What follows belongs to an exercise in optimizing a design on an open flow for small area; a production flow would make more cautious choices. Only simulation tests tie the RTL to the original design; equivalence was not proved. The flow treats the clock pin as an ideal source, which a real chip does not have.

Setup of lane 1:
// uart_burn_spi_flash
module uart_burn_spi_flash (
input clk,rxd,rst ,
output txd,
input spi_miso,
output spi_mosi,spi_sck,
input [31:0]in32,
output reg [31:0] out32
);
Size in the first run: roughly 280 cells after synthesis, about 71 I/O pins, roughly 0.0031 sq mm of cells after synthesis.
==> module uart_burn_spi_flash, before the edit <==
module uart_burn_spi_flash (
input clk,rxd,rst ,
output txd,
input spi_miso,
output spi_mosi,spi_sck,
input [31:0]in32,
output reg [31:0] out32
);
localparam HDR = 3'b000, RST = 3'b001;
localparam C20 = 3'b010, C30 = 3'b011, C40 = 3'b101, C50 = 3'b110, C60 = 3'b111;
reg s1, s2;                                    
always @(posedge clk) begin s1 <= rxd; s2 <= s1; end
reg [2:0]  mode;
reg [1:0]  k;
reg [1:0]  g;                                  
reg [3:0]  q;                                  
reg [3:0]  n;                                  
reg [7:0]  srx;                                
localparam [7:0] SRP = 8'b11111111;            
wire [7:0] sr = srx ^ SRP;                     
reg        txd_r, sck_r;
reg [15:0] cnt;                                
reg        bw;                                 
wire m20 = (mode == C20), m30 = (mode == C30), m40 = (mode == C40);
wire m50 = (mode == C50), m60 = (mode == C60), mhdr = (mode == HDR), mrst = (mode == RST);
wire txm  = m30 | (m40 & k[0]) | (m60 & k[1]);
wire rxm  = ~txm & ~mrst;
wire run  = (n != 4'd6);                       
wire g3   = g[1] & ~g[0];
wire wrap = g3 & q[3];
wire ev   = run & wrap;
wire dbit = ev & n[3];
wire done = ev & (n[3:1] == 3'd0) & (n[0] == txm);
wire cnt0 = (cnt == 16'd0);
wire spi_act = run & ((~txm & (n == 4'd0) & ((m40 & ~k[0]) | (m50 & k[1]) | (m60 & k[0])))
                    | (m60 & (k == 2'd2) & (n == 4'd1)));
wire win  = spi_act & ~q[3];                   
wire dwin = ~q[3] & (q[2] ^ q[1]);
wire hmatch = (k == 2'd0) ? (sr == 8'h55) : (k == 2'd1) ? (sr == 8'haa) : (sr == 8'h5a);
wire cmdok  = (sr == 8'd20) | (sr == 8'd30) | (sr == 8'd40) | (sr == 8'd50) | (sr == 8'd60);
always @(posedge clk)
	if (!run) begin
		g <= 2'b10; q <= 4'd4;
	end else begin
		g <= {g[0], ~g[1]};
		if (g3) q <= q[3] ? 4'd0 : q + 4'd1;
	end
always @(posedge clk)
	if (rst) n <= 4'd6;
	else if (!run) n <= {3'b011, (rxm & ~s2) | txm};
	else if (done) n <= 4'd6;
	else if (wrap) n <= n + 4'd1;
always @(posedge clk)
	if (dbit) srx <= {s2, sr[7:1]} ^ SRP;
	else if (win & g3) srx <= {sr[6:0], spi_miso} ^ SRP;
	else if (ev & m30 & (n == 4'd7))
		case (k)
		2'd0: srx <= in32[31:24] ^ SRP;
		2'd1: srx <= in32[23:16] ^ SRP;
		2'd2: srx <= in32[15:8] ^ SRP;
		default: srx <= in32[7:0] ^ SRP;
		endcase
always @(posedge clk)
	if (!run) txd_r <= 1'b1;
	else if (ev & txm) txd_r <= n[3] ? sr[0] : ~n[2];
always @(posedge clk) sck_r <= win & g[0];
always @(posedge clk)
	if (dbit & (m50 | m60) & ~k[1]) cnt <= {s2, cnt[15:1]};
	else if (win) cnt <= {cnt[0] ^ (bw & dwin), cnt[15:1]};
always @(posedge clk) bw <= ~dwin | (bw & ~cnt[0]);
wire fill = rst | mrst;
always @(posedge clk)
	if (fill | (done & m20)) out32 <= {out32[23:0], sr | {8{fill}}};
wire to_hdr = mrst ? (k == 2'd2)
            : mhdr ? ((k == 2'd3) ? ~cmdok : ~hmatch)
            : m50  ? (k[1] & cnt0)
            : m60  ? (k == 2'd3)
            : m40  ? k[0]
            : (k == 2'd3);
always @(posedge clk)
	if (rst) begin
		mode <= RST; k <= 2'd0;
	end else if (mrst | done) begin
		if (to_hdr) begin
			mode <= HDR; k <= 2'd0;
		end else if (mhdr & (k == 2'd3)) begin
			mode <= sr[5:3]; k <= 2'd0;
		end else if (m60 & (k[1] ^ k[0]))
			k <= {1'b1, cnt0};
		else if (~(m50 & k[1]))
			k <= k + 2'd1;
	end
assign txd = txd_r;
assign spi_sck = sck_r;
assign spi_mosi = sr[7] | m60;
endmodule
export LEC_CHECK = 0
export CAP_MARGIN = 20
export CORE_MARGIN = 2
export CORE_UTILIZATION = 40
export PLACE_DENSITY = 0.6
export SLEW_MARGIN = 20
export BUFFER_PORTS_ARGS = -buffer_cell sky130_fd_sc_hd__buf_1
export CTS_ARGS = -clk_nets clk -dont_use_dummy_load
export PRE_CTS_TCL = /design/flow/flow/ctree.tcl
create_clock -name core_clock -period 5.0 [get_ports {clk}]
standard.sh (not shown) runs the stock make flow with config.mk's settings and CLKGATE_MAP_FILE= SYNTH_SCRIPT=/design/flow/synth_recipe.tcl, a recipe that flattens the netlist after the stock synthesis.
==> flow/flow/run.sh <==
#!/bin/bash
# Layout flow: the standard synthesis, then the combinational logic
# between the registers is re-mapped by ABC with area-oriented scripts
# (the registers, their names and cell types are kept as they are), then the
# standard ORFS layout (standard.sh) with the extra ORFS variables of
# flow/extra.mk: sky130_fd_sc_hd__buf_1 port buffers and a clock tree
# built by flow/ctree.tcl.
set -euo pipefail
cat flow/extra.mk >> config.mk
echo "export PRE_CTS_TCL = $PWD/flow/ctree.tcl" >> config.mk
bash standard.sh synth > synth.log 2>&1
R=orfs/results/$FLOW_PLATFORM/uart_burn_spi_flash/base
LIB=$FLOW_HOME/platforms/$FLOW_PLATFORM/lib/sky130_fd_sc_hd__tt_025C_1v80.lib
YOSYS=$(command -v yosys || echo $FLOW_HOME/../tools/install/yosys/bin/yosys)
cp $R/1_2_yosys.v std_synth.v
python3 flow/mkmap.py $LIB > cellmap.v
DU=""
for c in probe_p_8 probec_p_8 lpflow_bleeder_1 lpflow_clkbufkapwr_1 lpflow_clkbufkapwr_16 \
  lpflow_clkbufkapwr_2 lpflow_clkbufkapwr_4 lpflow_clkbufkapwr_8 lpflow_clkinvkapwr_1 \
  lpflow_clkinvkapwr_16 lpflow_clkinvkapwr_2 lpflow_clkinvkapwr_4 lpflow_clkinvkapwr_8 \
  lpflow_decapkapwr_12 lpflow_decapkapwr_3 lpflow_decapkapwr_4 lpflow_decapkapwr_6 \
  lpflow_decapkapwr_8 lpflow_inputiso0n_1 lpflow_inputiso0p_1 lpflow_inputiso1n_1 \
  lpflow_inputiso1p_1 lpflow_inputisolatch_1 lpflow_isobufsrc_1 lpflow_isobufsrc_16 \
  lpflow_isobufsrc_2 lpflow_isobufsrc_4 lpflow_isobufsrc_8 lpflow_isobufsrckapwr_16 \
  lpflow_lsbuf_lh_hl_isowell_tap_1 lpflow_lsbuf_lh_hl_isowell_tap_2 \
  lpflow_lsbuf_lh_hl_isowell_tap_4 lpflow_lsbuf_lh_isowell_4 lpflow_lsbuf_lh_isowell_tap_1 \
  lpflow_lsbuf_lh_isowell_tap_2 lpflow_lsbuf_lh_isowell_tap_4; do
  DU="$DU -dont_use sky130_fd_sc_hd__$c"
done
# two ABC scripts; the smallest result is used
best=""; besta=""
for scr in resyn resyn3; do
cat > $scr.ys <<EOF
read_liberty -lib $LIB
read_verilog std_synth.v
hierarchy -top $FLOW_TOP
techmap -map cellmap.v
techmap
opt -purge
abc -script flow/$scr.abc -liberty $LIB $DU
opt_clean -purge
hilomap -singleton -hicell sky130_fd_sc_hd__conb_1 HI -locell sky130_fd_sc_hd__conb_1 LO
splitnets
opt_clean -purge
check -assert -mapped
stat -liberty $LIB
write_verilog -noattr -nohex -nodec $scr.v
EOF
  if $YOSYS -l $scr.log -s $scr.ys > /dev/null 2>&1; then
    a=$(grep "Chip area" $scr.log | tail -1 | awk '{print $NF}')
    echo "$scr: $a" >> resyn_choice.log
    if [ -z "$besta" ] || python3 -c "import sys; sys.exit(0 if $a < $besta else 1)"; then best=$scr; besta=$a; fi
  fi
done
echo "using $best" >> resyn_choice.log
if [ -n "$best" ]; then cp $best.v $R/1_2_yosys.v; fi
bash standard.sh > standard.log 2>&1
Other scripts of this flow, unchanged in this note and not shown: flow/flow/ctree.tcl, flow/flow/extra.mk, flow/flow/mkmap.py, flow/flow/resyn.abc, flow/flow/resyn3.abc
Lane 1 did not stop at any stage, and its layout met the timing, design-rule and antenna checks.
What lane 2 does differently from lane 1 at the input level:
--- a/flow/design.v
+++ b/flow/design.v
@@ -19,5 +19,5 @@
 localparam [7:0] SRP = 8'b11111111;            
 wire [7:0] sr = srx ^ SRP;                     
-reg        txd_r, sck_r;
+reg        txd_r;
 reg [15:0] cnt;                                
 reg        bw;                                 
@@ -53,5 +53,5 @@
 always @(posedge clk)
 	if (dbit) srx <= {s2, sr[7:1]} ^ SRP;
-	else if (win & g3) srx <= {sr[6:0], spi_miso} ^ SRP;
+	else if (win & g[1] & g[0]) srx <= {sr[6:0], spi_miso} ^ SRP;
 	else if (ev & m30 & (n == 4'd7))
 		case (k)
@@ -64,5 +64,4 @@
 	if (!run) txd_r <= 1'b1;
 	else if (ev & txm) txd_r <= n[3] ? sr[0] : ~n[2];
-always @(posedge clk) sck_r <= win & g[0];
 always @(posedge clk)
 	if (dbit & (m50 | m60) & ~k[1]) cnt <= {s2, cnt[15:1]};
@@ -92,5 +91,5 @@
 	end
 assign txd = txd_r;
-assign spi_sck = sck_r;
+assign spi_sck = g[0] & win;
 assign spi_mosi = sr[7] | m60;
 endmodule
## What came out
The final reports for lane 2 and lane 1 show met1 routing resource usage after global routing lower in the former. Per the comparison of lane 2 with lane 1, average vias per placed instance increased about 1%; wire length went down by about 2%; wire length on met2 picked up an extra about 3.4%; critical path depth has decreased; number of global-route vias before repair moved down. Relative to lane 1, CTS clock-pin slew for the worst setup and hold paths decreased by 0.02 ns in lane 2. Diff lane 1..lane 2 | post-placement cell area | negligible. Lane 2 against lane 1: share of the core filled with cells in the final layout level, number of vias after detailed routing saw an increase.

[static timing again, ports no longer ideal]
No port has a modelled driver above. Below, the same layouts with a new extraction and two added sets of constraints.
Step 1 (the two cells are an assumption about what drives the block):
set clk [get_ports {clk}]
set_driving_cell -lib_cell sky130_fd_sc_hd__clkbuf_16 $clk
set_driving_cell -lib_cell sky130_fd_sc_hd__buf_2 [delete_from_list [all_inputs] $clk]
Step 2 moves the port delays by t, midway between the first and last clock arrival at a register: inputs arrive t later, outputs are due t later. That takes back most of the time a late clock gives input paths.
a / b / c = no drivers / after step 1 / after step 2; a / b = the first two.
| run | t, ns | setup WS [ns] | hold WS [ns] |
|---|---|---|---|
| lane 1 | 0.428 | 1.907 / 1.907 / 1.907 | 0.340 / 0.340 / 0.340 |
| lane 2 | 0.420 | 1.250 / 1.220 / 1.632 | 0.332 / 0.332 / 0.332 |
After both steps every run listed still meets setup and hold.
